This design comes from an exercise in tuning for small area, a short achievable clock period and few clock cycles on the open sky130 flow, not from production work.
Function was not checked in any run shown here: the RTL went through the layout flow alone.
No run shown here takes its clock network from TritonCTS; it comes from the design's own scripts or RTL.
No driver is modelled on the clock port, so clock power and skew are understated where the tree is cut down; a real chip needs a root buffer or a tree.
Power is estimated from default activity; no workload was simulated.

==> flow/design.v <==
`timescale 1ps/1ps
module Conv(
    input clk,
    input rst,
    input in_st,
    input [7:0] din,
    output reg [15:0] dout,
    output reg out_st
);
reg [7:0] pix [0:15];
reg [9:0] upart, vreg, va;
reg [11:0] hpart;
reg [10:0] r_sr [0:10];
reg [6:0] cnt;
integer i;
always @(posedge clk) begin
    pix[0] <= din;
    for (i = 1; i < 16; i = i + 1)
        pix[i] <= pix[i-1];
    upart <= {1'b0, pix[7], 1'b0} + {2'b00, pix[15]};
    vreg <= upart + {2'b00, pix[0]};
    va <= vreg;
    hpart <= {1'b0, vreg, 1'b0} + {2'b00, va};
    r_sr[0] <= (hpart + {2'b00, vreg}) >> 1;
    for (i = 1; i < 11; i = i + 1)
        r_sr[i] <= r_sr[i-1];
end
reg [10:0] rsel;
always @(*) begin
    if (cnt >= 7'd32 && cnt < 7'd38)      rsel = r_sr[10];
    else if (cnt >= 7'd38 && cnt < 7'd44) rsel = r_sr[8];
    else if (cnt >= 7'd44 && cnt < 7'd50) rsel = r_sr[6];
    else if (cnt >= 7'd50 && cnt < 7'd56) rsel = r_sr[4];
    else if (cnt >= 7'd56 && cnt < 7'd62) rsel = r_sr[2];
    else                                   rsel = r_sr[0];
end
always @(posedge clk) begin
    dout <= {5'b00000, rsel};
end
always @(posedge clk) begin
    if (rst) begin
        cnt <= 7'd0;
        out_st <= 1'b0;
    end
    else begin
        if (in_st)
            cnt <= 7'd1;
        else if (cnt != 7'd0)
            cnt <= cnt + 7'd1;
        out_st <= (cnt == 7'd31);
    end
end
endmodule
==> flow/flow/run.sh <==
#!/bin/bash
# Standard ORFS layout, except that the clock tree is built by flow/mantree.tcl
# (one root buffer driving a few leaf buffers) instead of ORFS's CTS.
set -euo pipefail
HERE=$(cd "$(dirname "${BASH_SOURCE[0]}")" && pwd)
export PRE_CTS_TCL=$HERE/pre_cts.tcl
export MT_NX=2 MT_NY=5 MT_LEAF=sky130_fd_sc_hd__clkbuf_16
bash standard.sh finish > orfs_flow.log 2>&1
==> flow/flow/mantree.tcl <==
# Two-level clock tree built by hand: the clock port drives one root buffer,
# which drives NLEAF leaf buffers, each feeding a balanced cluster of flip-flops
# (split by x into columns, then by y within each column).
proc mantree_build {} {
  set nleafx [expr {[info exists ::env(MT_NX)] ? $::env(MT_NX) : 2}]
  set nleafy [expr {[info exists ::env(MT_NY)] ? $::env(MT_NY) : 5}]
  set leafm  [expr {[info exists ::env(MT_LEAF)] ? $::env(MT_LEAF) : "sky130_fd_sc_hd__clkbuf_16"}]
  set rootm  [expr {[info exists ::env(MT_ROOT)] ? $::env(MT_ROOT) : "sky130_fd_sc_hd__clkbuf_16"}]
  set db [ord::get_db]
  set block [ord::get_db_block]
  set clknet [$block findNet clk]
  set vdd [$block findNet VDD]
  set vss [$block findNet VSS]
  set sinks {}
  foreach it [$clknet getITerms] {
    set inst [$it getInst]
    set bb [$inst getBBox]
    set x [expr {([$bb xMin] + [$bb xMax]) / 2}]
    set y [expr {([$bb yMin] + [$bb yMax]) / 2}]
    lappend sinks [list $x $y $it]
  }
  set n [llength $sinks]
  puts "mantree: $n clock sinks, $nleafx x $nleafy leaves"
  # columns by x
  set sx [lsort -integer -index 0 $sinks]
  set groups {}
  for {set c 0} {$c < $nleafx} {incr c} {
    set a [expr {$c * $n / $nleafx}]
    set b [expr {($c + 1) * $n / $nleafx - 1}]
    set col [lsort -integer -index 1 [lrange $sx $a $b]]
    set m [llength $col]
    for {set r 0} {$r < $nleafy} {incr r} {
      set a2 [expr {$r * $m / $nleafy}]
      set b2 [expr {($r + 1) * $m / $nleafy - 1}]
      lappend groups [lrange $col $a2 $b2]
    }
  }
  set lm [$db findMaster $leafm]
  set rm [$db findMaster $rootm]
  set rootnet [odb::dbNet_create $block clknet_root]
  $rootnet setSigType CLOCK
  set k 0
  set sumx 0; set sumy 0
  foreach g $groups {
    set gx 0; set gy 0
    foreach s $g { incr gx [lindex $s 0]; incr gy [lindex $s 1] }
    set gx [expr {$gx / [llength $g]}]
    set gy [expr {$gy / [llength $g]}]
    set buf [odb::dbInst_create $block $lm clkbuf_leaf_$k]
    $buf setLocation [expr {$gx - [$lm getWidth] / 2}] [expr {$gy - [$lm getHeight] / 2}]
    $buf setPlacementStatus PLACED
    [$buf findITerm VPWR] connect $vdd
    [$buf findITerm VPB] connect $vdd
    [$buf findITerm VGND] connect $vss
    [$buf findITerm VNB] connect $vss
    set net [odb::dbNet_create $block clknet_leaf_$k]
    $net setSigType CLOCK
    [$buf findITerm A] connect $rootnet
    [$buf findITerm X] connect $net
    foreach s $g {
      set it [lindex $s 2]
      $it disconnect
      $it connect $net
    }
    incr sumx $gx; incr sumy $gy
    incr k
  }
  set rx [expr {$sumx / $k}]
  set ry [expr {$sumy / $k}]
  set root [odb::dbInst_create $block $rm clkbuf_root]
  $root setLocation [expr {$rx - [$rm getWidth] / 2}] [expr {$ry - [$rm getHeight] / 2}]
  $root setPlacementStatus PLACED
  [$root findITerm VPWR] connect $vdd
  [$root findITerm VPB] connect $vdd
  [$root findITerm VGND] connect $vss
  [$root findITerm VNB] connect $vss
  [$root findITerm A] connect $clknet
  [$root findITerm X] connect $rootnet
  $clknet setSigType CLOCK
  puts "mantree: root at $rx $ry, $k leaves"
}
==> flow/flow/pre_cts.tcl <==
# Runs before ORFS's CTS step: build the two-level clock tree by hand, then
# make the step's clock_tree_synthesis call only switch to propagated clocks.
source [file join [file dirname [info script]] mantree.tcl]
mantree_build
rename clock_tree_synthesis {}
proc clock_tree_synthesis {args} {
  puts "clock tree built by mantree.tcl; skipping clock_tree_synthesis $args"
  set_propagated_clock [all_clocks]
}
==> flow/standard.sh <==
#!/bin/bash
# synth_recipe.tcl (not shown) runs the flow's synth.tcl, then flattens the netlist and writes it again
# the make line also repeats each setting of config.mk as NAME=value (left out here)
make -C /OpenROAD-flow-scripts/flow DESIGN_CONFIG=/design/flow/config.mk WORK_HOME=/design/flow/orfs CLKGATE_MAP_FILE= SYNTH_SCRIPT=/design/flow/synth_recipe.tcl "${@:-finish}"
==> flow/config.mk <==
export PLATFORM = sky130hd
export DESIGN_NAME = Conv
export DESIGN_NICKNAME = Conv
export VERILOG_FILES = /design/flow/design.v
export SDC_FILE = /design/flow/constraint.sdc
export NUM_CORES = 4
export LEC_CHECK = 0
export CAP_MARGIN = 20
export CORE_MARGIN = 2
export CORE_UTILIZATION = 40
export SETUP_SLACK_MARGIN = 4.0
export SLEW_MARGIN = 20
==> flow/constraint.sdc <==
create_clock -name core_clock -period 6.0 [get_ports {clk}]
set_input_delay 1.2000 -clock core_clock [delete_from_list [all_inputs] [get_ports {clk}]]
set_output_delay 1.2000 -clock core_clock [all_outputs]
set_load 0.01 [all_outputs]
==> run_results.csv, run 1 <==
group,metric,value,unit
floorplanning,io_pins,28,
status,status,"finished clean",
synthesis,async_reset_ff_share,0,%
global_route,grt_max_degree,32,
job,cap_viol_max_count,0,
synthesis,syn_area,8540,µm²
worst_setup_path,max_stage_delay,0.34,ns
min_path,holdPathStages,0,
sta,hold_viol_final,0,
floorplanning,core_area,21000,µm²
synthesis,synthMuxAreaShare,1.76,%
worst_setup_path,start_kind,"flop",
synthesis,ys_ff_latch,310,
drt,firstDrtPassIters,4,
drt,num_vias,4227,
global_route,grt_pass1_vias,4234,
global_route,antenna_found_initial,0,
clock_tree,insertion_delay,0.41,ns
drt,drc,0,
worst_setup_path,worstReg2RegStart,"vreg[0]$_DFF_P_",
placed_design,io_buffers,22,
worst_setup_path,rr_worst_depth,7,
synthesis,synth_cell_types,50,
global_route,groute.usage.overall,10.0,%
drt,routed_wl,11400,µm
min_path,worstHoldEndpoint,"r_sr[8][6]$_DFF_P_",
placed_design,pre_cts_slack,3.87,ns
pwr,pwr_density_cell,518,nW/µm²
floorplanning,fp.dieArea,22500,µm²
synthesis,synthAdderAreaFrac,6.07,%
drt,drt-vias-per-instance,4.50,
floorplanning,die_x,150,µm
worst_setup_path,crit_fanout,1,
clock_tree,ctsHoldBuffers,0,
worst_setup_path,arrival,0.86,ns
synthesis,synth_xor_area_share,3.38,%
worst_setup_path,crit_slowest_cell,"dfxtp_2",
sta,slew_violations,0,
min_path,min-delay-start,"r_sr[7][6]$_DFF_P_",
floorplanning,start_util,40.6,%
final_layout,antennaDiodeCount,0,
floorplanning,die_h,150,µm
worst_setup_path,worstSetupStartpoint,"dout[8]$_DFF_P_",
sta,finalCritPeriodShare,34.3,%
worst_setup_path,required,4.80,ns
sta,setup_viol,0,
sta,max_freq,486,MHz
sta,rsz0062_at_grt,"true",
placed_design,hpwl,7920,µm
sta,fin_crit,2.06,ns
worst_setup_path,cp_cell_sequence,"buf_6",
placed_design,gp_congestion,0.766,
sta,clock_skew,0.00933,ns
worst_setup_path,r2r_end,"r_sr[0][9]$_DFF_P_",
sta,worst_slack,3.94,ns
floorplanning,core.rowCount,53,
final_layout,drive_gt1_share,8.89,%
worst_setup_path,worstSetupPathType,"flop to output pin",
drt,avgRoutedWirePerCell,12.1,µm
global_route,grt_overflow_total,0,
worst_setup_path,reg2reg_setup_slack,4.02,ns
clock_tree,clkSlewWorstSetupHoldPaths,0.11,ns
min_path,hold_path_class,"flop to flop",
worst_setup_path,critPathBufInv,1,
global_route,grt_pass1_wl,19300,µm
synthesis,synth_compound_area_share,8.44,%
drt,antenna_left,0,
sta,setup_tns,0,ns
final_layout,final_nets,716,
synthesis,yosys_warnings,3,
synthesis,ys_seq_area_share,72.7,%
synthesis,synth_area_per_cell,13.4,µm²
sta,relSlewSlack,65.4,%
worst_setup_path,cpLargestDelayFamily,"flip-flops",
drt,drtIter0Drc,125,
synthesis,synthFlopType,"dfxtp_1",
synthesis,synth-simple-area-share,5.85,%
synthesis,synth_top_family_by_area,"compound AO/OA/AOI/OAI gates",
worst_setup_path,worstSetupEndpointType,"output pin",
pwr,power.leakage,0.00385,µW
sta,tightest_slew,0.518,ns
final_layout,syn_to_final_growth,9.65,%
synthesis,synthCells,638,
synthesis,synth-edff-count,0,
pwr,peakVddDrop,0.207,mV
## cell families after synthesis
| logic type | after synthesis |
|---|---|
| compound gates | 107 |
| xor+xnor | 33 |
| fa+ha+maj | 39 |
| buf+inv | 30 |
| flops | 310 |
| mux | 15 |
| other cells | 1 |
| simple gates | 103 |
## worst max path at each step
stage / end / slack, ns / depth (start not counted)
4_1_cts: dout[8] / 3.90 / 1
3_3_place_gp: dout[0]$_DFF_P_ / 3.76 / 5
5_1_grt: dout[0] / 3.89 / 1
6_report: dout[8] / 3.94 / 1
3_5_place_dp: cnt[2]$_SDFFE_PP0P_ / 3.87 / 4
2_1_floorplan: r_sr[0][9]$_DFF_P_ / 4.06 / 7
## synth_stat cells (3+ instances only)
library cell,count,share of area (%)
a21oi_2,11,1.1
a21oi_1,27,1.6
nor2_1,42,1.8
o21ai_0,16,0.94
clkbuf_1,5,0.22
inv_1,14,0.62
o21a_1,6,0.53
o21bai_1,4,0.35
dfxtp_1,310,73
nand3_1,6,0.35
buf_4,6,0.53
nand2_1,19,0.84
xor2_1,10,1.0
and3_1,3,0.22
a211o_1,11,1.1
o22ai_1,11,0.81
a21o_1,5,0.44
ha_1,35,5.1
nor3_1,9,0.53
mux2i_1,15,1.8
a211oi_1,5,0.44
nor2b_1,7,0.51
buf_2,3,0.18
and2_1,3,0.22
xnor2_1,23,2.4
fa_1,4,0.94
## where the power goes
| part | leakage [µW] | internal, µW | switching, µW |
|---|---|---|---|
| Clock | 0.000136 | 333 | 540 |
| Sequential | 0.00261 | 2690 | 223 |
| Combinational | 0.00110 | 535 | 532 |
| Total | 0.00385 | 3560 | 1290 |
## what timing repair did
action,4_1_cts,5_1_grt
setup buffers,2,1
resized for setup,60,10
pin swaps,4,3
endpoints found under the hold margin,0,0
setup endpoints to repair,25,21
## placed cells by master, fill, tap and decap left out, types with 11 or more instances in the layout
| master | Yosys | layout |
|---|---|---|
| dfxtp_1 | 310 | 303 |
| nor2_1 | 42 | 42 |
| ha_1 | 35 | 35 |
| a21oi_1 | 27 | 26 |
| xnor2_1 | 23 | 23 |
| nand2_1 | 19 | 19 |
| mux2i_1 | 15 | 15 |
| inv_1 | 14 | 14 |
| o21ai_0 | 16 | 13 |
| a21oi_2 | 11 | 12 |
| a211o_1 | 11 | 11 |
| o22ai_1 | 11 | 11 |
| clkbuf_16 | 0 | 11 |
## sequential cells by signal (all words and copies together) (netlist names)
| register | flops |
|---|---|
| dout | 11 |
| upart | 10 |
| out_st | 1 |
| r_sr | 121 |
| hpart | 12 |
| cnt | 7 |
| va | 10 |
| pix | 128 |
| vreg | 10 |
## final cells by class
cell class	count	area, µm²
inverter	14	52.6
buffer	11	275
tap	275	344
timing repair buffer	27	241
fill	1886	11700
sequential	310	6210
multi-input combinational	302	2240
## routing by layer
layer / part of all wire [%] / GRT usage [%] / vias to the layer above
li1: - / - / 2189
met1: 48 / 12.8 / 1973
met3: 2.7 / 0.848 / 18
met5: 0 / 0 / -
met2: 47 / 18.6 / 47
met4: 2.2 / 2.08 / 0
## metrics by stage
stage | hold slack [ns] | total power, µW | cells | util (%) | area, µm²
finish | 0.331 | 4850 | 939 | 44.6 | 9370
global route | 0.341 | 5160 | 939 | 44.6 | 9370
CTS | 0.334 | 4890 | 938 | 44.4 | 9330
detailed placement | 0.312 | 4020 | 925 | 43.1 | 9050
global placement | 0.310 | 3960 | 925 | 43.0 | 9040
floorplan | 0.310 | 3710 | 642 | - | 8570
==> inputs of run 2 (changes only) <==
--- a/flow/flow/run.sh
+++ b/flow/flow/run.sh
@@ -4,5 +4,5 @@
 set -euo pipefail
 HERE=$(cd "$(dirname "${BASH_SOURCE[0]}")" && pwd)
 export PRE_CTS_TCL=$HERE/pre_cts.tcl
-export MT_NX=2 MT_NY=5 MT_LEAF=sky130_fd_sc_hd__clkbuf_16
+export MT_NX=4 MT_NY=4 MT_LEAF=sky130_fd_sc_hd__clkbuf_8
 bash standard.sh finish > orfs_flow.log 2>&1
==> run_results.csv, run 2 <==
group,metric,value,unit
global_route,antenna_found_initial,0,
worst_setup_path,critPathBufInv,1,
global_route,grt_max_degree,23,
pwr,power.leakage,0.00384,µW
pwr,power_frac_seq,60.8,%
sta,fin_crit,2.07,ns
min_path,hold_path_class,"flop to flop",
placed_design,placed_cells,925,
final_layout,stdcell_count,945,
global_route,groute.usage.overall,10.1,%
placed_design,gp_congestion,0.766,
sta,tightest_slew,0.530,ns
synthesis,synth-edff-count,0,
pwr,peakVddDrop,0.219,mV
drt,firstDrtPassIters,5,
worst_setup_path,cp_cell_sequence,"buf_6",
drt,avgRoutedWirePerCell,12.2,µm
floorplanning,core_area,21000,µm²
min_path,min-delay-start,"pix[11][7]$_DFF_P_",
drt,drt-vias-per-instance,4.51,
sta,clock_skew,0.0165,ns
pwr,switching_power,1300,µW
final_layout,final_nets,722,
synthesis,synth_top_cell_by_area,"dfxtp_1",
synthesis,synthCells,638,
floorplanning,start_util,40.6,%
min_path,worstHoldEndpoint,"pix[12][7]$_DFF_P_",
worst_setup_path,reg2reg_setup_slack,4.02,ns
worst_setup_path,worstReg2RegStart,"vreg[0]$_DFF_P_",
final_layout,syn_to_final_growth,9.27,%
sta,rsz0062_at_grt,"true",
floorplanning,core.rowCount,53,
worst_setup_path,max_stage_delay,0.34,ns
synthesis,async_reset_ff_share,0,%
final_layout,drive_gt1_share,9.55,%
worst_setup_path,r2r_end,"r_sr[0][9]$_DFF_P_",
floorplanning,fp.dieArea,22500,µm²
worst_setup_path,rr_worst_depth,7,
synthesis,synthFlopType,"dfxtp_1",
synthesis,netlist_top_cells_area,"dfxtp_1, ha_1, xnor2_1, nor2_1, mux2i_1",
min_path,holdPathStages,0,
worst_setup_path,worstSetupPathType,"flop to output pin",
sta,slew_violations,0,
final_layout,regMostFlops,"pix",
synthesis,synth.top_cells.by_count,"dfxtp_1, nor2_1, ha_1",
floorplanning,die_h,150,µm
sta,hold_viol_final,0,
global_route,grt_overflow_total,0,
placed_design,io_buffers,22,
synthesis,ys_seq_area_share,72.7,%
pwr,netSwitchingFraction,27.0,%
sta,setup_tns,0,ns
global_route,grt_pass1_wl,19400,µm
pwr,pwr-share-clk,17.0,%
floorplanning,io_pins,28,
worst_setup_path,required,4.80,ns
synthesis,synth.most_common_cell,"dfxtp_1",
worst_setup_path,arrival,0.87,ns
synthesis,syn_area,8540,µm²
synthesis,ys_ff_latch,310,
pwr,power_frac_comb,22.3,%
status,status,"finished clean",
job,cap_viol_max_count,0,
pwr,pwr_density_cell,513,nW/µm²
drt,routed_wl,11500,µm
clock_tree,insertion_delay,0.42,ns
drt,drc,0,
clock_tree,ctsHoldBuffers,0,
synthesis,synth_top_area_share,72.7,%
global_route,grt_pass1_vias,4295,
clock_tree,clkSlewWorstSetupHoldPaths,0.11,ns
sta,finalCritPeriodShare,34.4,%
sta,relSlewSlack,64.5,%
sta,setup_viol,0,
pwr,cellInternalPower,3500,µW
worst_setup_path,start_kind,"flop",
drt,antenna_left,0,
drt,drtIter0Drc,136,
placed_design,hpwl,7920,µm
worst_setup_path,crit_slowest_cell,"dfxtp_2",
worst_setup_path,crit_fanout,1,
final_layout,antennaDiodeCount,0,
synthesis,yosys_warnings,3,
worst_setup_path,worstSetupEndpointType,"output pin",
floorplanning,die_x,150,µm
final_layout,largest_register_ffs,128,
worst_setup_path,cp.depth,1,
final_layout,final_common_cell,"dfxtp_1",
synthesis,synth_cell_types,50,
drt,num_vias,4262,
sta,max_freq,484,MHz
pwr,power,4790,µW
final_layout,reg.largest.list,"pix (128), r_sr (121), hpart (12)",
synthesis,synth_area_per_cell,13.4,µm²
final_layout,most-common-layout-cells,"dfxtp_1, nor2_1, ha_1, a21oi_1, xnor2_1",
worst_setup_path,cpLargestDelayFamily,"flip-flops",
[run 2: logic make-up (layout without fill, tap and decap cells)]
group | Yosys count | after routing | synth area share (%)
multiplexers | 15 | 15 | 1.76
AO/OA/AOI/OAI | 107 | 107 | 8.44
AND/OR/NAND/NOR | 103 | 103 | 5.85
adder cells (fa/ha/maj) | 39 | 39 | 6.07
flip-flops | 310 | 310 | 72.7
other | 1 | 5 | 0.0439
buffers and inverters | 30 | 58 | 1.80
XOR/XNOR | 33 | 33 | 3.38
[run 2: repair_timing]
item / 4_1_cts / 5_1_grt
setup endpoints to repair: 25 / 20
resized for setup: 61 / 8
buffers inserted: 2 / 1
pin swaps: 4 / 2
[run 2: how the worst max path moves through the flow]
stage                   startpoint             endpoint
3_5_place_dp                   rst  cnt[2]$_SDFFE_PP0P_
2_1_floorplan      vreg[0]$_DFF_P_   r_sr[0][9]$_DFF_P_
6_report           dout[8]$_DFF_P_              dout[8]
3_3_place_gp   cnt[4]$_SDFFE_PP0P_      dout[0]$_DFF_P_
5_1_grt            dout[2]$_DFF_P_              dout[2]
4_1_cts            dout[8]$_DFF_P_              dout[8]
[run 2: through the flow]
step | util, % | hold WS, ns | instance area, µm² | setup WS (ns)
2_1_floorplan | - | 0.310 | 8570 | 4.06
3_3_place_gp | 43.0 | 0.310 | 9040 | 3.76
3_5_place_dp | 43.1 | 0.312 | 9050 | 3.87
4_1_cts | 44.3 | 0.325 | 9300 | 3.90
5_1_grt | 44.4 | 0.335 | 9330 | 3.89
6_report | 44.4 | 0.331 | 9330 | 3.93
[run 2: power by group through the flow]
stage | Combinational, µW | Sequential [µW] | Clock, µW
after floorplan | 805 | 2900 | 0
after global placement | 1020 | 2940 | 0
after detailed placement | 1060 | 2960 | 0
after CTS | 1060 | 2920 | 859
after global routing | 1200 | 2980 | 929
final | 1070 | 2910 | 812
[run 2: area by class of cell]
type	count	area, µm²
flip-flops and latches	310	6210
plain buffers	17	245
well taps	275	344
multi-input cells	302	2230
inverters	14	52.6
repair buffers	27	241
fillers	1890	11700
[run 2: layer usage]
layer / GRT usage [%] / vias to the layer above / routed length, µm / part of all wire [%]
met5: 0 / - / 0 / 0
met4: 2.64 / 0 / 359 / 3.1
met3: 1.00 / 29 / 346 / 3.0
met2: 18.6 / 49 / 5420 / 47
met1: 12.7 / 1988 / 5360 / 47
li1: - / 2196 / - / -
==> inputs of run 3 (changes only) <==
--- a/flow/flow/run.sh
+++ b/flow/flow/run.sh
@@ -4,5 +4,5 @@
 set -euo pipefail
 HERE=$(cd "$(dirname "${BASH_SOURCE[0]}")" && pwd)
 export PRE_CTS_TCL=$HERE/pre_cts.tcl
-export MT_NX=4 MT_NY=4 MT_LEAF=sky130_fd_sc_hd__clkbuf_8
+export MT_NX=4 MT_NY=4 MT_NROOT=4 MT_LEAF=sky130_fd_sc_hd__clkbuf_8 MT_ROOT=sky130_fd_sc_hd__clkbuf_8
 bash standard.sh finish > orfs_flow.log 2>&1
--- a/flow/flow/mantree.tcl
+++ b/flow/flow/mantree.tcl
@@ -1,11 +1,9 @@
-# Two-level clock tree built by hand: the clock port drives one root buffer,
-# which drives NLEAF leaf buffers, each feeding a balanced cluster of flip-flops
-# (split by x into columns, then by y within each column).
 proc mantree_build {} {
   set nleafx [expr {[info exists ::env(MT_NX)] ? $::env(MT_NX) : 2}]
   set nleafy [expr {[info exists ::env(MT_NY)] ? $::env(MT_NY) : 5}]
   set leafm  [expr {[info exists ::env(MT_LEAF)] ? $::env(MT_LEAF) : "sky130_fd_sc_hd__clkbuf_16"}]
   set rootm  [expr {[info exists ::env(MT_ROOT)] ? $::env(MT_ROOT) : "sky130_fd_sc_hd__clkbuf_16"}]
+  set nroot  [expr {[info exists ::env(MT_NROOT)] ? $::env(MT_NROOT) : 1}]
   set db [ord::get_db]
   set block [ord::get_db_block]
   set clknet [$block findNet clk]
@@ -37,11 +35,17 @@
   }
   set lm [$db findMaster $leafm]
   set rm [$db findMaster $rootm]
-  set rootnet [odb::dbNet_create $block clknet_root]
-  $rootnet setSigType CLOCK
+  set rootnets {}
+  for {set q 0} {$q < $nroot} {incr q} {
+    set rn [odb::dbNet_create $block clknet_root_$q]
+    $rn setSigType CLOCK
+    lappend rootnets $rn
+    set sumx($q) 0; set sumy($q) 0; set cnt($q) 0
+  }
   set k 0
-  set sumx 0; set sumy 0
   foreach g $groups {
+    set q [expr {($k / $nleafy) * $nroot / $nleafx}]
+    set rootnet [lindex $rootnets $q]
     set gx 0; set gy 0
     foreach s $g { incr gx [lindex $s 0]; incr gy [lindex $s 1] }
     set gx [expr {$gx / [llength $g]}]
@@ -62,12 +66,14 @@
       $it disconnect
       $it connect $net
     }
-    incr sumx $gx; incr sumy $gy
+    incr sumx($q) $gx; incr sumy($q) $gy; incr cnt($q)
     incr k
   }
-  set rx [expr {$sumx / $k}]
-  set ry [expr {$sumy / $k}]
-  set root [odb::dbInst_create $block $rm clkbuf_root]
+  for {set q 0} {$q < $nroot} {incr q} {
+  set rootnet [lindex $rootnets $q]
+  set rx [expr {$sumx($q) / $cnt($q)}]
+  set ry [expr {$sumy($q) / $cnt($q)}]
+  set root [odb::dbInst_create $block $rm clkbuf_root_$q]
   $root setLocation [expr {$rx - [$rm getWidth] / 2}] [expr {$ry - [$rm getHeight] / 2}]
   $root setPlacementStatus PLACED
   [$root findITerm VPWR] connect $vdd
@@ -76,6 +82,7 @@
   [$root findITerm VNB] connect $vss
   [$root findITerm A] connect $clknet
   [$root findITerm X] connect $rootnet
+  puts "mantree: root $q at $rx $ry, $cnt($q) leaves"
+  }
   $clknet setSigType CLOCK
-  puts "mantree: root at $rx $ry, $k leaves"
 }
--- a/flow/config.mk
+++ b/flow/config.mk
@@ -7,6 +7,6 @@
 export LEC_CHECK = 0
 export CAP_MARGIN = 20
 export CORE_MARGIN = 2
-export CORE_UTILIZATION = 40
-export SETUP_SLACK_MARGIN = 4.0
+export CORE_UTILIZATION = 55
+export SETUP_SLACK_MARGIN = 4.3
 export SLEW_MARGIN = 20
==> run_results.csv, run 3 <==
group,metric,value,unit
synthesis,syn_area,8540,µm²
floorplanning,core.rowCount,45,
final_layout,reg.largest.list,"pix (128), r_sr (121), hpart (12)",
final_layout,antennaDiodeCount,0,
synthesis,synth.top_cells.by_count,"dfxtp_1, nor2_1, ha_1",
floorplanning,start_util,56.2,%
min_path,hold_path_class,"flop to flop",
final_layout,drive_gt1_share,18.1,%
synthesis,synth-edff-count,0,
drt,num_vias,4360,
drt,drt-vias-per-instance,4.99,
synthesis,netlist_top_cells_area,"dfxtp_1, ha_1, xnor2_1, nor2_1, mux2i_1",
floorplanning,die_x,129,µm
placed_design,pre_cts_slack,3.86,ns
min_path,holdPathStages,0,
final_layout,final_util,63.0,%
synthesis,synth_top_cell_by_area,"dfxtp_1",
pwr,power.leakage,0.00393,µW
status,status,"finished clean",
synthesis,async_reset_ff_share,0,%
final_layout,final_nets,737,
sta,slew_violations,0,
worst_setup_path,required,4.80,ns
job,cap_viol_max_count,0,
synthesis,synthFlopType,"dfxtp_1",
worst_setup_path,r2r_end,"r_sr[0][9]$_DFF_P_",
worst_setup_path,worstSetupEndpointType,"output pin",
worst_setup_path,crit_fanout,1,
worst_setup_path,max_stage_delay,0.34,ns
floorplanning,io_pins,28,
worst_setup_path,arrival,0.78,ns
sta,setup_tns,0,ns
drt,drtIter0Drc,103,
sta,rsz0062_at_grt,"true",
worst_setup_path,crit_slowest_cell,"dfxtp_2",
drt,routed_wl,12200,µm
sta,finalCritPeriodShare,33.0,%
drt,firstDrtPassIters,4,
global_route,grt_overflow_total,0,
synthesis,synth.most_common_cell,"dfxtp_1",
floorplanning,core_area,15200,µm²
worst_setup_path,cpLargestDelayFamily,"flip-flops",
pwr,pwr_density_cell,513,nW/µm²
placed_design,hpwl,7710,µm
global_route,grt_pass1_wl,20200,µm
drt,avgRoutedWirePerCell,13.9,µm
worst_setup_path,cp_cell_sequence,"buf_6",
drt,drc,0,
final_layout,regMostFlops,"pix",
sta,max_freq,505,MHz
synthesis,synthCells,638,
global_route,grt_max_degree,23,
floorplanning,fp.dieArea,16500,µm²
synthesis,synth_cell_types,50,
min_path,worstHoldEndpoint,"pix[12][4]$_DFF_P_",
pwr,peakVddDrop,0.269,mV
placed_design,io_buffers,22,
worst_setup_path,worstSetupPathType,"flop to output pin",
sta,fin_crit,1.98,ns
sta,worst_slack,4.02,ns
sta,clock_skew,0.0278,ns
final_layout,most-common-layout-cells,"dfxtp_1, nor2_1, ha_1, a21oi_1, xnor2_1",
sta,setup_viol,0,
worst_setup_path,critPathBufInv,1,
final_layout,syn_to_final_growth,12.1,%
final_layout,fillers,1156,
drt,antenna_left,0,
synthesis,synth_top_area_share,72.7,%
final_layout,largest_register_ffs,128,
clock_tree,clkSlewWorstSetupHoldPaths,0.11,ns
synthesis,ys_seq_area_share,72.7,%
synthesis,synth_area_per_cell,13.4,µm²
worst_setup_path,start_kind,"flop",
global_route,grt_pass1_vias,4407,
global_route,antenna_found_initial,0,
synthesis,yosys_warnings,3,
global_route,groute.usage.overall,14.6,%
synthesis,ys_ff_latch,310,
worst_setup_path,worstReg2RegStart,"vreg[0]$_DFF_P_",
placed_design,gp_congestion,0.752,
clock_tree,insertion_delay,0.33,ns
floorplanning,die_h,129,µm
min_path,min-delay-start,"pix[11][4]$_DFF_P_",
sta,hold_viol_final,0,
worst_setup_path,rr_worst_depth,7,
worst_setup_path,reg2reg_setup_slack,4.04,ns
final_layout,final_common_cell,"dfxtp_1",
## run 3: cell type report
cell class	count	area (µm²)	area share [%]
buffer	20	275	2.87
tap	188	235	2.46
timing repair buffer	35	315	3.29
inverter	14	52.6	0.549
sequential	310	6250	65.3
multi-input combinational	306	2450	25.6
## run 3: kinds of logic (layout without fill, tap and decap cells)
kind of cell / count (synthesis) / after routing / synth area share, %
DFF: 310 / 310 / 72.7
AOI/OAI and AO/OA: 107 / 107 / 8.44
and+or+nand+nor: 103 / 107 / 5.85
adders and majority gates: 39 / 39 / 6.07
xor gates and xnor gates: 33 / 33 / 3.38
buffers and inverters: 30 / 69 / 1.80
muxes: 15 / 15 / 1.76
other: 1 / 5 / 0.0439
## run 3: worst max path at each step
stage | start | cells past startpoint | end | slack (ns)
after floorplan | vreg[0]$_DFF_P_ | 7 | r_sr[0][9]$_DFF_P_ | 4.14
after global placement | cnt[4]$_SDFFE_PP0P_ | 5 | dout[9]$_DFF_P_ | 3.69
after detailed placement | rst | 3 | out_st$_SDFF_PP0_ | 3.86
after CTS | dout[1]$_DFF_P_ | 1 | dout[1] | 4.01
after global routing | vreg[0]$_DFF_P_ | 7 | r_sr[0][9]$_DFF_P_ | 3.96
final | dout[9]$_DFF_P_ | 1 | dout[9] | 4.02
## run 3: per-layer routing
layer / up-vias / GRT usage, % / routed length [µm]
met5: - / 0 / 0
met4: 0 / 5.37 / 522
met3: 33 / 0.915 / 251
met2: 63 / 27.0 / 5860
met1: 2027 / 18.0 / 5540
li1: 2237 / - / -
## run 3: power breakdown
group | switching, µW | internal [µW] | total [µW]
Clock | 528 | 305 | 833
Sequential | 231 | 2690 | 2920
Combinational | 562 | 597 | 1160
Total | 1320 | 3590 | 4910
## run 3: metrics by stage
stage,cells,total power [µW],hold WS [ns],area [µm²]
2_1_floorplan,642,3710,0.310,8580
3_5_place_dp,838,4020,0.312,8960
3_3_place_gp,838,3970,0.310,8950
5_1_grt,873,5230,0.325,9580
4_1_cts,870,4920,0.309,9460
6_report,873,4910,0.309,9580
## run 3: what timing repair did
action | CTS | global route
hold buffers | 0 | 0
gates cloned | 3 | 1
pin swaps | 18 | 9
setup endpoints to repair | 43 | 38
setup buffers | 9 | 2
gates resized for setup | 106 | 27
==> inputs of run 4 (changes only) <==
--- a/flow/config.mk
+++ b/flow/config.mk
@@ -7,6 +7,6 @@
 export LEC_CHECK = 0
 export CAP_MARGIN = 20
 export CORE_MARGIN = 2
-export CORE_UTILIZATION = 55
-export SETUP_SLACK_MARGIN = 4.3
+export CORE_UTILIZATION = 40
+export SETUP_SLACK_MARGIN = 4.0
 export SLEW_MARGIN = 20
==> run_results.csv, run 4 <==
group,metric,value,unit
final_layout,ff_latch_area,6220,µm²
pwr,pwr-share-clk,17.4,%
worst_setup_path,r2r_end,"r_sr[0][9]$_DFF_P_",
drt,drtIter0Drc,131,
worst_setup_path,worstSetupEndpointType,"output pin",
placed_design,hpwl,7920,µm
worst_setup_path,critPathBufInv,1,
placed_design,placed_cells,925,
synthesis,synth_area_per_cell,13.4,µm²
final_layout,drive_gt1_share,10.4,%
worst_setup_path,start_kind,"flop",
drt,avgRoutedWirePerCell,12.2,µm
final_layout,final_util,44.5,%
floorplanning,start_util,40.6,%
drt,routed_wl,11500,µm
sta,hold_viol_final,0,
sta,setup_tns,0,ns
worst_setup_path,worstSetupPathType,"flop to output pin",
worst_setup_path,crit_slowest_cell,"dfxtp_2",
floorplanning,die_h,150,µm
status,status,"finished clean",
drt,drc,0,
sta,slew_violations,0,
synthesis,synth_cell_types,50,
pwr,switching_power,1290,µW
worst_setup_path,reg2reg_setup_slack,4.02,ns
placed_design,gp_congestion,0.766,
final_layout,stdcell_count,948,
min_path,holdPathStages,0,
global_route,grt_pass1_vias,4316,
worst_setup_path,cpLargestDelayFamily,"flip-flops",
synthesis,ys_ff_latch,310,
worst_setup_path,cp_cell_sequence,"buf_2",
sta,clock_skew,0.0332,ns
pwr,netSwitchingFraction,26.8,%
sta,hold_ws,0.312,ns
final_layout,final_common_cell,"dfxtp_1",
synthesis,async_reset_ff_share,0,%
global_route,grt_overflow_total,0,
synthesis,synth-edff-count,0,
drt,drt-vias-per-instance,4.52,
final_layout,final_nets,725,
worst_setup_path,worstReg2RegStart,"vreg[0]$_DFF_P_",
job,cap_viol_max_count,0,
synthesis,synth.most_common_cell,"dfxtp_1",
final_layout,syn_to_final_growth,9.42,%
final_layout,fillers,1884,
min_path,worstHoldEndpoint,"pix[13][2]$_DFF_P_",
global_route,grt_pass1_wl,19400,µm
final_layout,design_area,9350,µm²
sta,tightest_slew,0.525,ns
worst_setup_path,required,4.80,ns
clock_tree,insertion_delay,0.33,ns
synthesis,synth.top_cells.by_count,"dfxtp_1, nor2_1, ha_1",
final_layout,multi_input_area,2240,µm²
global_route,grt_max_degree,23,
synthesis,ys_seq_area_share,72.7,%
sta,rsz0062_at_grt,"true",
sta,relSlewSlack,64.9,%
synthesis,netlist_top_cells_area,"dfxtp_1, ha_1, xnor2_1, nor2_1, mux2i_1",
synthesis,yosys_warnings,3,
sta,max_freq,504,MHz
synthesis,synthFlopType,"dfxtp_1",
final_layout,antennaDiodeCount,0,
final_layout,reg.largest.list,"pix (128), r_sr (121), hpart (12)",
global_route,groute.usage.overall,10.1,%
pwr,pwr_density_cell,514,nW/µm²
pwr,cellInternalPower,3520,µW
placed_design,postPlaceCellArea,9050,µm²
floorplanning,core.rowCount,53,
floorplanning,die_x,150,µm
floorplanning,io_pins,28,
global_route,antenna_found_initial,0,
worst_setup_path,max_stage_delay,0.33,ns
drt,num_vias,4281,
min_path,min-delay-start,"pix[12][2]$_DFF_P_",
drt,antenna_left,0,
sta,fin_crit,1.98,ns
pwr,peakVddDrop,0.219,mV
synthesis,synth_top_cell_by_area,"dfxtp_1",
drt,firstDrtPassIters,4,
floorplanning,fp.dieArea,22500,µm²
worst_setup_path,rr_worst_depth,7,
pwr,power.leakage,0.00385,µW
worst_setup_path,arrival,0.78,ns
sta,setup_viol,0,
min_path,hold_path_class,"flop to flop",
placed_design,io_buffers,22,
final_layout,regMostFlops,"pix",
final_layout,most-common-layout-cells,"dfxtp_1, nor2_1, ha_1, a21oi_1, xnor2_1",
clock_tree,clkSlewWorstSetupHoldPaths,0.12,ns
final_layout,largest_register_ffs,128,
sta,finalCritPeriodShare,33.1,%
synthesis,synth_top_area_share,72.7,%
synthesis,syn_area,8540,µm²
pwr,power_frac_comb,22.0,%
worst_setup_path,crit_fanout,1,
synthesis,synthCells,638,
pwr,power_frac_seq,60.5,%
floorplanning,core_area,21000,µm²
-- run 4: cell count changes in the layout (fill, tap and decap cells not counted), moves of 5 or more --
cell / before / now
ha_4: 5 / 0
dfxtp_2: 15 / 8
dfxtp_1: 288 / 302
ha_1: 27 / 34
dfxtp_4: 7 / 0
buf_2: 5 / 11
buf_6: 8 / 1
buf_4: 11 / 4
-- run 4: layout make-up --
type	count	share of cell area, %
repair buffers	27	2.32
multi-input cells	302	24.0
well taps	275	3.68
inverters	14	0.562
flip-flops and latches	310	66.5
plain buffers	20	2.95
-- run 4: power groups by stage --
| stage | logic (µW) | clock network (µW) | registers (µW) |
|---|---|---|---|
| after floorplan | 805 | 0 | 2900 |
| after global placement | 1020 | 0 | 2940 |
| after detailed placement | 1060 | 0 | 2960 |
| after CTS | 1050 | 881 | 2920 |
| after global routing | 1190 | 951 | 2970 |
| final | 1060 | 839 | 2910 |
-- run 4: worst max path at each step --
stage	from	to	slack, ns	depth (start not counted)
CTS	dout[8]$_DFF_P_	dout[8]	3.91	1
global placement	cnt[4]$_SDFFE_PP0P_	dout[0]$_DFF_P_	3.76	5
finish	dout[8]$_DFF_P_	dout[8]	4.02	1
detailed placement	rst	cnt[2]$_SDFFE_PP0P_	3.87	4
global route	vreg[0]$_DFF_P_	r_sr[0][9]$_DFF_P_	3.94	7
floorplan	vreg[0]$_DFF_P_	r_sr[0][9]$_DFF_P_	4.06	7
-- run 4: logic make-up (layout without fill, tap and decap cells) --
| family | count (synthesis) | in the layout | share of synthesized area (%) |
|---|---|---|---|
| AO/OA/AOI/OAI | 107 | 107 | 8.44 |
| XOR/XNOR | 33 | 33 | 3.38 |
| adder cells (fa/ha/maj) | 39 | 39 | 6.07 |
| buffers and inverters | 30 | 61 | 1.80 |
| flip-flops | 310 | 310 | 72.7 |
| multiplexers | 15 | 15 | 1.76 |
| other | 1 | 5 | 0.0439 |
| AND/OR/NAND/NOR | 103 | 103 | 5.85 |
-- run 4: through the flow --
stage	setup slack (ns)	total power (µW)
2_1_floorplan	4.06	3710
3_3_place_gp	3.76	3960
3_5_place_dp	3.87	4020
4_1_cts	3.91	4850
5_1_grt	3.94	5110
6_report	4.02	4810
-- run 4: repair_timing --
action / in CTS / in global routing
pin swaps: 4 / 2
hold buffers: 0 / 0
resized for setup: 58 / 10
setup buffers: 2 / 1
endpoints found under the setup margin: 26 / 11
-- run 4: metal layers --
| layer | track usage (%) | part of all wire, % |
|---|---|---|
| met1 | 12.7 | 47 |
| met2 | 18.6 | 48 |
| met3 | 0.727 | 2.6 |
| met4 | 2.92 | 3.0 |
| met5 | 0 | 0 |
==> inputs of run 5 (changes only) <==
==> flow/flow/run.sh (replaced) <==
#!/bin/bash
# Standard ORFS layout, except that the clock tree is built by flow/mantree.tcl
# (four root buffers, each driving four leaf buffers) instead of ORFS's CTS,
# and synthesis leaves adders to ABC instead of mapping them to full-adder cells.
set -euo pipefail
HERE=$(cd "$(dirname "${BASH_SOURCE[0]}")" && pwd)
export PRE_CTS_TCL=$HERE/pre_cts.tcl
export MT_NX=4 MT_NY=4 MT_NROOT=4 MT_LEAF=sky130_fd_sc_hd__clkbuf_8 MT_ROOT=sky130_fd_sc_hd__clkbuf_8
bash standard.sh finish ADDER_MAP_FILE= > orfs_flow.log 2>&1
==> run_results.csv, run 5 <==
group,metric,value,unit
status,status,"finished clean",
floorplanning,die_x,149,µm
worst_setup_path,worstReg2RegStart,"vreg[1]$_DFF_P_",
synthesis,synth.top_cells.by_count,"dfxtp_1, xnor2_1, nor2_1",
final_layout,reg.largest.list,"pix (128), r_sr (121), hpart (12)",
worst_setup_path,reg2reg_setup_slack,4.07,ns
drt,drtIter0Drc,135,
worst_setup_path,critPathBufInv,1,
global_route,grt_pass1_vias,4089,
worst_setup_path,cp_cell_sequence,"buf_6",
synthesis,yosys_warnings,3,
worst_setup_path,crit_fanout,1,
sta,worst_slack,4.02,ns
synthesis,synth_top_area_share,74.2,%
final_layout,fillers,1822,
worst_setup_path,arrival,0.78,ns
final_layout,most-common-layout-cells,"dfxtp_1, xnor2_1, nor2_1, nand2_1, clkbuf_8",
synthesis,netlist_top_cells_area,"dfxtp_1, xnor2_1, nor2_1, nand2_1, xor2_1",
worst_setup_path,cpLargestDelayFamily,"flip-flops",
drt,firstDrtPassIters,4,
sta,finalCritPeriodShare,33.0,%
sta,slew_violations,0,
final_layout,regMostFlops,"pix",
synthesis,synth_area_per_cell,13.3,µm²
worst_setup_path,crit_slowest_cell,"dfxtp_2",
synthesis,synth-edff-count,0,
synthesis,synth_cell_types,49,
floorplanning,start_util,41.1,%
worst_setup_path,rr_worst_depth,6,
sta,tightest_slew,0.522,ns
synthesis,async_reset_ff_share,0,%
global_route,groute.usage.overall,10.3,%
final_layout,final_common_cell,"dfxtp_1",
floorplanning,core_area,20400,µm²
final_layout,stdcell_count,933,
final_layout,antennaDiodeCount,0,
drt,drt-vias-per-instance,4.48,
drt,drc,0,
pwr,cellInternalPower,3500,µW
synthesis,ys_ff_latch,310,
floorplanning,io_pins,28,
floorplanning,die_h,149,µm
synthesis,synthFlopType,"dfxtp_1",
pwr,power_frac_comb,18.0,%
floorplanning,core.rowCount,52,
min_path,holdPathStages,0,
worst_setup_path,r2r_end,"hpart[7]$_DFF_P_",
sta,setup_viol,0,
worst_setup_path,start_kind,"flop",
clock_tree,insertion_delay,0.32,ns
global_route,grt_max_degree,23,
worst_setup_path,worstSetupPathType,"flop to output pin",
drt,num_vias,4179,
sta,relSlewSlack,64.3,%
drt,routed_wl,11200,µm
global_route,grt_overflow_total,0,
synthesis,syn_area,8360,µm²
clock_tree,clkSlewWorstSetupHoldPaths,0.11,ns
final_layout,final_util,45.3,%
pwr,pwr-share-clk,17.8,%
pwr,pwr_density_cell,510,nW/µm²
worst_setup_path,max_stage_delay,0.34,ns
sta,setup_tns,0,ns
pwr,netSwitchingFraction,25.5,%
pwr,power,4700,µW
global_route,antenna_found_initial,0,
drt,antenna_left,0,
worst_setup_path,required,4.80,ns
global_route,grt_pass1_wl,19200,µm
synthesis,synth_top_cell_by_area,"dfxtp_1",
synthesis,ys_seq_area_share,74.2,%
sta,clock_skew,0.0130,ns
pwr,peakVddDrop,0.205,mV
sta,hold_viol_final,0,
final_layout,largest_register_ffs,128,
placed_design,placed_cells,904,
synthesis,synth.most_common_cell,"dfxtp_1",
sta,fin_crit,1.98,ns
floorplanning,fp.dieArea,22100,µm²
placed_design,hpwl,6760,µm
min_path,min-delay-start,"pix[13][3]$_DFF_P_",
worst_setup_path,worstSetupEndpointType,"output pin",
placed_design,gp_congestion,0.692,
pwr,power_frac_seq,64.2,%
pwr,power.leakage,0.00362,µW
final_layout,drive_gt1_share,14.0,%
sta,rsz0062_at_grt,"true",
min_path,hold_path_class,"flop to flop",
final_layout,syn_to_final_growth,10.2,%
job,cap_viol_max_count,0,
drt,avgRoutedWirePerCell,12.0,µm
placed_design,io_buffers,22,
min_path,worstHoldEndpoint,"pix[14][3]$_DFF_P_",
placed_design,pre_cts_slack,3.68,ns
pwr,switching_power,1200,µW
synthesis,synthCells,631,
sta,max_freq,506,MHz
final_layout,final_nets,676,
[run 5: worst max-delay path by stage]
stage | startpoint | endpoint | cells past startpoint
after global placement | cnt[5]$_SDFFE_PP0P_ | dout[10]$_DFF_P_ | 6
after detailed placement | cnt[4]$_SDFFE_PP0P_ | dout[0]$_DFF_P_ | 6
after global routing | pix[0][0]$_DFF_P_ | vreg[8]$_DFF_P_ | 7
after CTS | dout[8]$_DFF_P_ | dout[8] | 1
after floorplan | vreg[1]$_DFF_P_ | hpart[7]$_DFF_P_ | 7
final | dout[8]$_DFF_P_ | dout[8] | 1
[run 5: per-layer routing]
| layer | track usage, % | wire length (µm) |
|---|---|---|
| met5 | 0 | 0 |
| met2 | 18.7 | 5430 |
| met4 | 3.00 | 375 |
| met1 | 13.3 | 5070 |
| met3 | 0.675 | 283 |
[run 5: cells by family (layout without fill, tap and decap cells)]
group | count (synthesis) | count (layout) | synth area share [%]
and+or+nand+nor | 116 | 118 | 5.97
other | 1 | 5 | 0.0448
adders and majority gates | 10 | 10 | 1.24
buffers and inverters | 25 | 51 | 1.51
muxes | 23 | 23 | 2.92
AOI/OAI and AO/OA | 72 | 72 | 6.36
xor gates and xnor gates | 74 | 74 | 7.75
DFF | 310 | 310 | 74.2
[run 5: metrics by stage]
step	hold WS (ns)	cell area (µm²)
after floorplan	0.310	8380
final	0.322	9220
after global placement	0.310	8820
after global routing	0.333	9220
after detailed placement	0.312	8820
after CTS	0.321	9120
[run 5: timing repair]
item | in CTS | in global routing
setup buffers | 2 | 5
endpoints found under the setup margin | 31 | 28
gates cloned | 2 | 0
hold buffers | 0 | 0
pin swaps | 4 | 5
gates resized for setup | 67 | 20
[run 5: area by class of cell]
| type | count | area, µm² | area share [%] |
|---|---|---|---|
| buffer | 20 | 275 | 2.99 |
| inverter | 1 | 3.75 | 0.0407 |
| multi-input combinational | 302 | 2130 | 23.1 |
| sequential | 310 | 6230 | 67.6 |
| tap | 270 | 338 | 3.66 |
| timing repair buffer | 30 | 245 | 2.66 |
[run 5: power by group through the flow]
| stage | combinational (µW) | clock [µW] | sequential [µW] |
|---|---|---|---|
| after floorplan | 705 | 0 | 2940 |
| after global placement | 806 | 0 | 3030 |
| after detailed placement | 831 | 0 | 3060 |
| after CTS | 817 | 870 | 3020 |
| after global routing | 949 | 953 | 3100 |
| final | 846 | 838 | 3020 |
==> inputs of run 6 (changes only) <==
--- a/flow/config.mk
+++ b/flow/config.mk
@@ -5,6 +5,7 @@
 export SDC_FILE = /design/flow/constraint.sdc
 export NUM_CORES = 4
 export LEC_CHECK = 0
+export ABC_AREA = 1
 export CAP_MARGIN = 20
 export CORE_MARGIN = 2
 export CORE_UTILIZATION = 40
==> run_results.csv, run 6 <==
group,metric,value,unit
drt,drc,0,
final_layout,fillers,2099,
worst_setup_path,worstSetupPathType,"flop to output pin",
sta,relSlewSlack,58.5,%
pwr,cellInternalPower,3320,µW
sta,max_freq,509,MHz
worst_setup_path,crit_fanout,1,
worst_setup_path,critPathBufInv,1,
pwr,peakVddDrop,0.174,mV
placed_design,gp_congestion,0.794,
drt,antenna_left,0,
synthesis,synth.most_common_cell,"dfxtp_1",
floorplanning,die_x,153,µm
synthesis,synth_cell_types,29,
pwr,power_frac_seq,61.8,%
sta,rsz0062_at_grt,"true",
synthesis,ys_ff_latch,310,
floorplanning,core.rowCount,54,
floorplanning,start_util,40.6,%
synthesis,synth_compound_area_share,3.77,%
min_path,min-delay-start,"pix[5][5]$_DFF_P_",
synthesis,netlist_top_cells_area,"dfxtp_1, nand2_1, nor2_1, nand3_1, inv_1",
global_route,grt_overflow_total,0,
final_layout,final_common_cell,"dfxtp_1",
final_layout,reg.largest.list,"pix (128), r_sr (121), hpart (12)",
placed_design,io_buffers,22,
synthesis,synth_top_cell_by_area,"dfxtp_1",
worst_setup_path,arrival,0.77,ns
synthesis,synthCells,865,
worst_setup_path,start_kind,"flop",
pwr,switching_power,1330,µW
final_layout,most-common-layout-cells,"dfxtp_1, nand2_1, nor2_1, inv_1, nand3_1",
clock_tree,clkSlewWorstSetupHoldPaths,0.12,ns
floorplanning,fp.dieArea,23300,µm²
synthesis,synthMuxAreaShare,0,%
sta,setup_tns,0,ns
final_layout,antennaDiodeCount,0,
global_route,groute.usage.overall,11.1,%
floorplanning,core_area,21800,µm²
drt,drt-vias-per-instance,4.32,
sta,fin_crit,1.97,ns
synthesis,synth-edff-count,0,
global_route,grt_pass1_vias,4959,
pwr,pwr-share-clk,18.3,%
drt,drtIter0Drc,215,
synthesis,synth.top_cells.by_count,"dfxtp_1, nand2_1, nor2_1",
synthesis,yosys_warnings,3,
drt,routed_wl,13200,µm
final_layout,largest_register_ffs,128,
pwr,power.leakage,0.00433,µW
worst_setup_path,worstSetupStartpoint,"dout[6]$_DFF_P_",
floorplanning,io_pins,28,
global_route,grt_pass1_wl,22500,µm
floorplanning,die_h,153,µm
placed_design,placed_cells,1157,
worst_setup_path,reg2reg_setup_slack,4.18,ns
placed_design,hpwl,9070,µm
synthesis,synth_top_area_share,70.3,%
synthesis,synthAdderAreaFrac,0,%
final_layout,stdcell_count,1180,
final_layout,final_nets,913,
synthesis,synth-simple-area-share,18.0,%
drt,avgRoutedWirePerCell,11.1,µm
pwr,power_frac_comb,19.9,%
synthesis,syn_area,8820,µm²
drt,firstDrtPassIters,6,
clock_tree,insertion_delay,0.33,ns
worst_setup_path,worstReg2RegStart,"cnt[6]$_SDFFE_PP0P_",
sta,finalCritPeriodShare,32.8,%
clock_tree,ctsHoldBuffers,0,
pwr,netSwitchingFraction,28.6,%
synthesis,ys_seq_area_share,70.3,%
drt,num_vias,5100,
worst_setup_path,crit_slowest_cell,"dfxtp_2",
sta,tightest_slew,0.617,ns
sta,setup_viol,0,
synthesis,synthFlopType,"dfxtp_1",
final_layout,drive_gt1_share,7.33,%
synthesis,synth_xor_area_share,3.57,%
synthesis,synth_top_family_by_area,"simple AND/OR/NAND/NOR gates",
sta,slew_violations,0,
worst_setup_path,cpLargestDelayFamily,"flip-flops",
worst_setup_path,cp_cell_sequence,"buf_6",
pwr,pwr_density_cell,483,nW/µm²
global_route,grt_max_degree,25,
sta,hold_viol_final,0,
synthesis,synth_area_per_cell,10.2,µm²
synthesis,async_reset_ff_share,0,%
min_path,hold_path_class,"flop to flop",
global_route,antenna_found_initial,0,
sta,clock_skew,0.0190,ns
job,cap_viol_max_count,0,
worst_setup_path,max_stage_delay,0.33,ns
worst_setup_path,required,4.80,ns
status,status,"finished clean",
final_layout,regMostFlops,"pix",
final_layout,syn_to_final_growth,9.12,%
worst_setup_path,worstSetupEndpointType,"output pin",
[run 6: per-stage QoR]
stage	setup slack [ns]	area, µm²	utilization [%]	hold WS [ns]	total power (µW)
floorplan	4.15	8840	-	0.310	3580
global placement	3.66	9330	42.9	0.310	3860
detailed placement	3.61	9330	42.9	0.312	3890
CTS	4.01	9560	44.0	0.317	4700
global route	3.99	9630	44.3	0.328	4990
finish	4.03	9630	44.3	0.319	4660
[run 6: repair_timing]
item / 4_1_cts / 5_1_grt
endpoints found under the setup margin: 22 / 21
gates resized for setup: 54 / 9
pin swaps: 0 / 2
buffers inserted: 0 / 1
cloned: 0 / 2
[run 6: logic make-up (layout without fill, tap and decap cells)]
| family | after synthesis | count (layout) |
|---|---|---|
| XOR/XNOR | 36 | 36 |
| other | 1 | 5 |
| AND/OR/NAND/NOR | 362 | 364 |
| AO/OA/AOI/OAI | 63 | 63 |
| flip-flops | 310 | 310 |
| buffers and inverters | 93 | 122 |
[run 6: cell type report]
| cell class | instances | area [µm²] | area share [%] |
|---|---|---|---|
| Inverter | 79 | 298 | 3.09 |
| Tap cell | 280 | 350 | 3.64 |
| Multi-Input combinational cell | 468 | 2310 | 24.0 |
| Buffer | 20 | 275 | 2.86 |
| Timing Repair Buffer | 23 | 186 | 1.94 |
| Sequential cell | 310 | 6210 | 64.5 |
[run 6: worst paths after layout]
kind | endpoint | cells past startpoint
setup / recovery | dout[6] | 1
hold / removal | pix[6][5]$_DFF_P_ | 0
setup reg to reg | dout[8]$_DFF_P_ | 9
hold reg to reg | pix[6][5]$_DFF_P_ | 0
[run 6: routing by layer]
metal	vias to the layer above	global-route usage, %	wire, µm
met3	27	0.825	309
met1	2251	15.7	6700
met4	0	3.09	450
met2	51	18.4	5690
li1	2771	-	-
met5	-	0	0
[run 6: power by group through the flow]
stage,sequential (µW),clock [µW],combinational (µW)
3_3_place_gp,2910,0,949
3_5_place_dp,2930,0,955
2_1_floorplan,2880,0,699
4_1_cts,2880,890,925
6_report,2880,850,928
5_1_grt,2960,959,1080
==> inputs of run 7 (changes only) <==
==> flow/design.v (replaced) <==
`timescale 1ps/1ps
module Conv(
    input clk,
    input rst,
    input in_st,
    input [7:0] din,
    output reg [15:0] dout,
    output reg out_st
);
reg [7:0] pix [0:14];
reg [9:0] upart, vreg, va;
reg [11:0] hpart;
reg [10:0] r_sr [0:10];
reg [6:0] cnt;
integer i;
always @(posedge clk) begin
    pix[0] <= din;
    for (i = 1; i < 15; i = i + 1)
        pix[i] <= pix[i-1];
    upart <= {1'b0, pix[6], 1'b0} + {2'b00, pix[14]};
    vreg <= upart + {2'b00, din};
    va <= vreg;
    hpart <= {1'b0, vreg, 1'b0} + {2'b00, va};
    r_sr[0] <= (hpart + {2'b00, vreg}) >> 1;
    for (i = 1; i < 11; i = i + 1)
        r_sr[i] <= r_sr[i-1];
end
reg [10:0] rsel;
always @(*) begin
    if (cnt >= 7'd31 && cnt < 7'd37)      rsel = r_sr[10];
    else if (cnt >= 7'd37 && cnt < 7'd43) rsel = r_sr[8];
    else if (cnt >= 7'd43 && cnt < 7'd49) rsel = r_sr[6];
    else if (cnt >= 7'd49 && cnt < 7'd55) rsel = r_sr[4];
    else if (cnt >= 7'd55 && cnt < 7'd61) rsel = r_sr[2];
    else                                   rsel = r_sr[0];
end
always @(posedge clk) begin
    dout <= {5'b00000, rsel};
end
always @(posedge clk) begin
    if (rst) begin
        cnt <= 7'd0;
        out_st <= 1'b0;
    end
    else begin
        if (in_st)
            cnt <= 7'd1;
        else if (cnt != 7'd0)
            cnt <= cnt + 7'd1;
        out_st <= (cnt == 7'd30);
    end
end
endmodule
==> run_results.csv, run 7 <==
group,metric,value,unit
global_route,groute.usage.overall,10.4,%
synthesis,synth_area_per_cell,10.5,µm²
worst_setup_path,arrival,0.76,ns
worst_setup_path,worstSetupEndpointType,"output pin",
sta,hold_ws,0.325,ns
global_route,grt_max_degree,23,
worst_setup_path,critPathBufInv,1,
worst_setup_path,worstSetupPathType,"flop to output pin",
sta,setup_viol,0,
sta,clock_skew,0.0243,ns
final_layout,drive_gt1_share,14.2,%
global_route,grt_pass1_wl,20000,µm
sta,slew_violations,0,
synthesis,synth.most_common_cell,"dfxtp_1",
clock_tree,ctsHoldBuffers,0,
final_layout,largest_register_ffs,121,
worst_setup_path,crit_fanout,1,
drt,avgRoutedWirePerCell,10.4,µm
floorplanning,core_area,21000,µm²
pwr,power.leakage,0.00425,µW
floorplanning,die_x,150,µm
drt,routed_wl,11700,µm
clock_tree,clkSlewWorstSetupHoldPaths,0.11,ns
placed_design,hpwl,8040,µm
floorplanning,io_pins,28,
floorplanning,die_h,150,µm
synthesis,ys_ff_latch,302,
status,status,"finished clean",
sta,hold_viol_final,0,
synthesis,ys_seq_area_share,70.9,%
synthesis,synthFlopType,"dfxtp_1",
placed_design,io_buffers,22,
synthesis,synth-edff-count,0,
placed_design,pre_cts_slack,3.04,ns
drt,antenna_left,0,
final_layout,final_nets,863,
worst_setup_path,cpLargestDelayFamily,"flip-flops",
job,cap_viol_max_count,0,
placed_design,gp_congestion,0.774,
synthesis,synth_cell_types,31,
drt,firstDrtPassIters,4,
sta,worst_slack,4.04,ns
clock_tree,insertion_delay,0.33,ns
pwr,peakVddDrop,0.266,mV
synthesis,netlist_top_cells_area,"dfxtp_1, nand2_1, xor2_1, inv_1, nor2_1",
sta,rsz0062_at_grt,"true",
global_route,grt_overflow_total,0,
min_path,hold_path_class,"flop to flop",
pwr,pwr_density_cell,477,nW/µm²
synthesis,yosys_warnings,3,
drt,drc,0,
worst_setup_path,cp_cell_sequence,"buf_2",
synthesis,synth_top_area_share,70.9,%
sta,max_freq,510,MHz
global_route,antenna_found_initial,0,
final_layout,regMostFlops,"r_sr",
synthesis,synthCells,810,
final_layout,antennaDiodeCount,0,
synthesis,async_reset_ff_share,0,%
final_layout,most-common-layout-cells,"dfxtp_1, nand2_1, inv_1, nor2_1, nand3_1",
floorplanning,start_util,40.7,%
worst_setup_path,max_stage_delay,0.32,ns
worst_setup_path,required,4.80,ns
synthesis,syn_area,8530,µm²
synthesis,synth.top_cells.by_count,"dfxtp_1, nand2_1, inv_1",
worst_setup_path,start_kind,"flop",
global_route,grt_pass1_vias,4578,
drt,drt-vias-per-instance,4.23,
final_layout,reg.largest.list,"r_sr (121), pix (120), hpart (12)",
sta,setup_tns,0,ns
drt,drtIter0Drc,221,
final_layout,final_common_cell,"dfxtp_1",
drt,num_vias,4759,
sta,fin_crit,1.96,ns
final_layout,syn_to_final_growth,10.6,%
worst_setup_path,crit_slowest_cell,"dfxtp_1",
floorplanning,fp.dieArea,22500,µm²
sta,finalCritPeriodShare,32.7,%
synthesis,synth_top_cell_by_area,"dfxtp_1",
floorplanning,core.rowCount,53,
-- run 7: cell count changes after synthesis, sizes merged, moves of 9 or more --
cell,change
nand3,-34
nand4,-9
a21oi,+13
xor2,+9
nor2,-27
or2,-13
nand3b,+9
-- run 7: where the power goes --
part | switching, µW | internal [µW]
Clock | 533 | 305
Combinational | 509 | 352
Sequential | 207 | 2600
-- run 7: repair_timing --
action                                  in CTS  in global routing
gates cloned                                 0                  0
buffers inserted                             6                  4
resized for setup                           84                 28
endpoints found under the hold margin        0                  0
endpoints found under the setup margin      28                 20
pin swaps                                   16                 17
-- run 7: metal layers --
layer	vias up	part of all wire, %	global-route usage [%]
met5	-	0	0
met4	0	3.4	3.21
met3	26	2.3	0.793
met2	52	48	19.1
met1	2095	47	13.0
li1	2586	-	-
-- run 7: path summary, 6_finish.rpt --
check | from | endpoint | slack, ns | depth (start not counted)
max | dout[0]$_DFF_P_ | dout[0] | 4.04 | 1
min | pix[1][0]$_DFF_P_ | pix[2][0]$_DFF_P_ | 0.33 | 0
max reg2reg | cnt[1]$_SDFFE_PP0P_ | dout[9]$_DFF_P_ | 4.20 | 11
min reg2reg | pix[1][0]$_DFF_P_ | pix[2][0]$_DFF_P_ | 0.33 | 0
-- run 7: layout make-up --
cell class	count	area [µm²]
Buffer	20	275
Fill cell	2038	11500
Inverter	78	300
Multi-Input combinational cell	417	2250
Sequential cell	302	6050
Tap cell	275	344
Timing Repair Buffer	33	225
-- run 7: stage by stage --
| stage | cells | power (µW) | util [%] | instance area [µm²] |
|---|---|---|---|---|
| after global placement | 1095 | 3700 | 43.2 | 9050 |
| after CTS | 1121 | 4540 | 44.5 | 9330 |
| final | 1125 | 4510 | 45.1 | 9440 |
| after floorplan | 814 | 3460 | - | 8590 |
| after global routing | 1125 | 4820 | 45.1 | 9440 |
| after detailed placement | 1095 | 3730 | 43.2 | 9050 |
-- run 7: logic make-up (layout without fill, tap and decap cells) --
family | Yosys count | in the layout | synth area share, %
and+or+nand+nor | 295 | 295 | 15.0
AOI/OAI and AO/OA | 80 | 80 | 5.53
xor gates and xnor gates | 37 | 37 | 3.80
buffers and inverters | 95 | 131 | 4.78
DFF | 302 | 302 | 70.9
other | 1 | 5 | 0.0439
==> inputs of run 8 (changes only) <==
--- a/flow/config.mk
+++ b/flow/config.mk
@@ -5,7 +5,6 @@
 export SDC_FILE = /design/flow/constraint.sdc
 export NUM_CORES = 4
 export LEC_CHECK = 0
-export ABC_AREA = 1
 export CAP_MARGIN = 20
 export CORE_MARGIN = 2
 export CORE_UTILIZATION = 40
==> run_results.csv, run 8 <==
group,metric,value,unit
min_path,min-delay-start,"pix[7][4]$_DFF_P_",
drt,num_vias,4270,
synthesis,synth_top_cell_by_area,"dfxtp_1",
synthesis,synth_area_per_cell,12.9,µm²
global_route,grt_pass1_vias,4165,
synthesis,synth.top_cells.by_count,"dfxtp_1, xnor2_1, nor2_1",
clock_tree,clkSlewWorstSetupHoldPaths,0.11,ns
synthesis,synthCells,651,
worst_setup_path,start_kind,"primary input",
floorplanning,core.rowCount,52,
worst_setup_path,cp_cell_sequence,"buf_12 > a31oi_4 > o311ai_4 > a22oi_2 > o21ai_4 > maj3_2 > xnor2_1",
drt,firstDrtPassIters,4,
final_layout,syn_to_final_growth,10.4,%
worst_setup_path,worstSetupStartpoint,"din[0]",
floorplanning,core_area,20400,µm²
final_layout,drive_gt1_share,13.6,%
worst_setup_path,rr_worst_depth,6,
global_route,grt_max_degree,20,
worst_setup_path,worstSetupEndpointType,"flop",
sta,rsz0062_at_grt,"true",
floorplanning,start_util,41.1,%
sta,finalCritPeriodShare,35.3,%
drt,avgRoutedWirePerCell,11.8,µm
sta,clock_skew,0.0128,ns
sta,setup_tns,0,ns
synthesis,ys_ff_latch,302,
synthesis,synth_cell_types,49,
synthesis,async_reset_ff_share,0,%
synthesis,netlist_top_cells_area,"dfxtp_1, xnor2_1, nor2_1, o21ai_1, xor2_1",
global_route,groute.usage.overall,9.93,%
floorplanning,die_h,149,µm
placed_design,io_buffers,22,
synthesis,synth-edff-count,0,
sta,max_freq,472,MHz
final_layout,regMostFlops,"r_sr",
worst_setup_path,reg2reg_setup_slack,4.12,ns
floorplanning,die_x,149,µm
min_path,hold_path_class,"flop to flop",
global_route,grt_pass1_wl,18800,µm
sta,fin_crit,2.12,ns
worst_setup_path,r2r_end,"dout[10]$_DFF_P_",
final_layout,final_nets,689,
synthesis,ys_seq_area_share,72.2,%
global_route,grt_overflow_total,0,
final_layout,most-common-layout-cells,"dfxtp_1, xnor2_1, nor2_1, o21ai_1",
sta,hold_ws,0.329,ns
final_layout,antennaDiodeCount,0,
synthesis,yosys_warnings,3,
synthesis,synth_top_area_share,72.2,%
worst_setup_path,cpLargestDelayFamily,"compound AO/OA/AOI/OAI gates",
drt,drtIter0Drc,178,
drt,routed_wl,11200,µm
worst_setup_path,required,6.22,ns
worst_setup_path,arrival,2.34,ns
placed_design,gp_congestion,0.726,
final_layout,final_common_cell,"dfxtp_1",
pwr,pwr_density_cell,502,nW/µm²
pwr,power.leakage,0.00361,µW
sta,setup_viol,0,
clock_tree,insertion_delay,0.32,ns
floorplanning,io_pins,28,
final_layout,reg.largest.list,"r_sr (121), pix (120), hpart (12)",
worst_setup_path,worstReg2RegStart,"cnt[0]$_SDFFE_PP0P_",
placed_design,hpwl,7410,µm
drt,drc,0,
drt,antenna_left,0,
synthesis,synthFlopType,"dfxtp_1",
final_layout,largest_register_ffs,121,
worst_setup_path,cp.depth,7,
worst_setup_path,max_stage_delay,0.31,ns
final_layout,fillers,1803,
global_route,antenna_found_initial,0,
worst_setup_path,crit_slowest_cell,"maj3_2",
clock_tree,ctsHoldBuffers,0,
sta,hold_viol_final,0,
pwr,peakVddDrop,0.272,mV
worst_setup_path,crit_fanout,4,
sta,slew_violations,0,
worst_setup_path,worstSetupEndpoint,"vreg[7]$_DFF_P_",
job,cap_viol_max_count,0,
synthesis,syn_area,8370,µm²
synthesis,synth.most_common_cell,"dfxtp_1",
floorplanning,fp.dieArea,22100,µm²
drt,drt-vias-per-instance,4.51,
status,status,"finished clean",
worst_setup_path,worstSetupPathType,"primary input to flop",
worst_setup_path,critPathBufInv,1,
## run 8: cells by family (layout without fill, tap and decap cells)
logic type | after synthesis | after routing | share of synthesized area, %
AOI/OAI and AO/OA | 104 | 104 | 8.44
xor gates and xnor gates | 72 | 72 | 7.53
adders and majority gates | 11 | 11 | 1.37
buffers and inverters | 38 | 58 | 2.47
DFF | 302 | 302 | 72.2
muxes | 13 | 13 | 1.57
other | 1 | 5 | 0.0448
and+or+nand+nor | 110 | 111 | 6.35
## run 8: cell type report
type                            instances  area, µm²  area share, %
Tap cell                              270        338           3.66
Inverter                                7       26.3          0.284
Timing Repair Buffer                   31        274           2.97
Sequential cell                       302       6050           65.5
Multi-Input combinational cell        316       2270           24.6
Buffer                                 20        275           2.98
## run 8: where the power goes
| part | leakage (µW) | switching (µW) | internal, µW |
|---|---|---|---|
| logic | 0.000921 | 394 | 467 |
| clock network | 0.000144 | 522 | 305 |
| registers | 0.00254 | 312 | 2640 |
| total | 0.00361 | 1230 | 3410 |
## run 8: what timing repair did
| action | CTS | global route |
|---|---|---|
| setup buffers | 3 | 4 |
| cloned | 1 | 0 |
| setup endpoints to repair | 31 | 21 |
| resized for setup | 94 | 16 |
| pin swaps | 10 | 9 |
## run 8: worst min path at each step
stage               slack, ns                 end  cells after the start
floorplan                0.31    hpart[0]$_DFF_P_                      0
global placement         0.31  r_sr[8][8]$_DFF_P_                      0
detailed placement       0.31   pix[3][4]$_DFF_P_                      0
CTS                      0.32  pix[10][5]$_DFF_P_                      0
global route             0.34   pix[8][6]$_DFF_P_                      0
finish                   0.33   pix[8][4]$_DFF_P_                      0
## run 8: worst reg2reg max path: stages, from the launching register on
cell     delay (ns)
dfxtp_1        0.50
nand3_1        0.26
or3_1          0.52
a21oi_4        0.23
buf_12         0.15
a22oi_1        0.09
o21ai_1        0.08
## run 8: through the flow
step / std cells / power (µW) / setup WS, ns / util (%) / cell area, µm²
2_1_floorplan: 655 / 3630 / 3.76 / - / 8430
3_3_place_gp: 918 / 3820 / 2.91 / 43.3 / 8820
3_5_place_dp: 918 / 3880 / 2.88 / 43.3 / 8820
4_1_cts: 942 / 4680 / 3.84 / 44.9 / 9140
5_1_grt: 946 / 4930 / 3.82 / 45.4 / 9240
6_report: 946 / 4640 / 3.88 / 45.4 / 9240
## run 8: metal layers
metal | share of wire (%) | wire (µm) | track usage (%) | vias to the layer above
met3 | 2.4 | 265 | 0.706 | 24
met1 | 45 | 5020 | 12.4 | 1986
li1 | - | - | - | 2205
met4 | 3.0 | 335 | 3.00 | 0
met5 | 0 | 0 | 0 | -
met2 | 50 | 5550 | 18.4 | 55

Re-timed with assumed drivers on the ports (clkbuf_16 on the clock, buf_2 on other inputs), run 8 has 3.903 ns of setup slack against 3.881 ns with ideal ports, and 3.522 ns once port delays also move by the mid clock arrival of 0.381 ns.
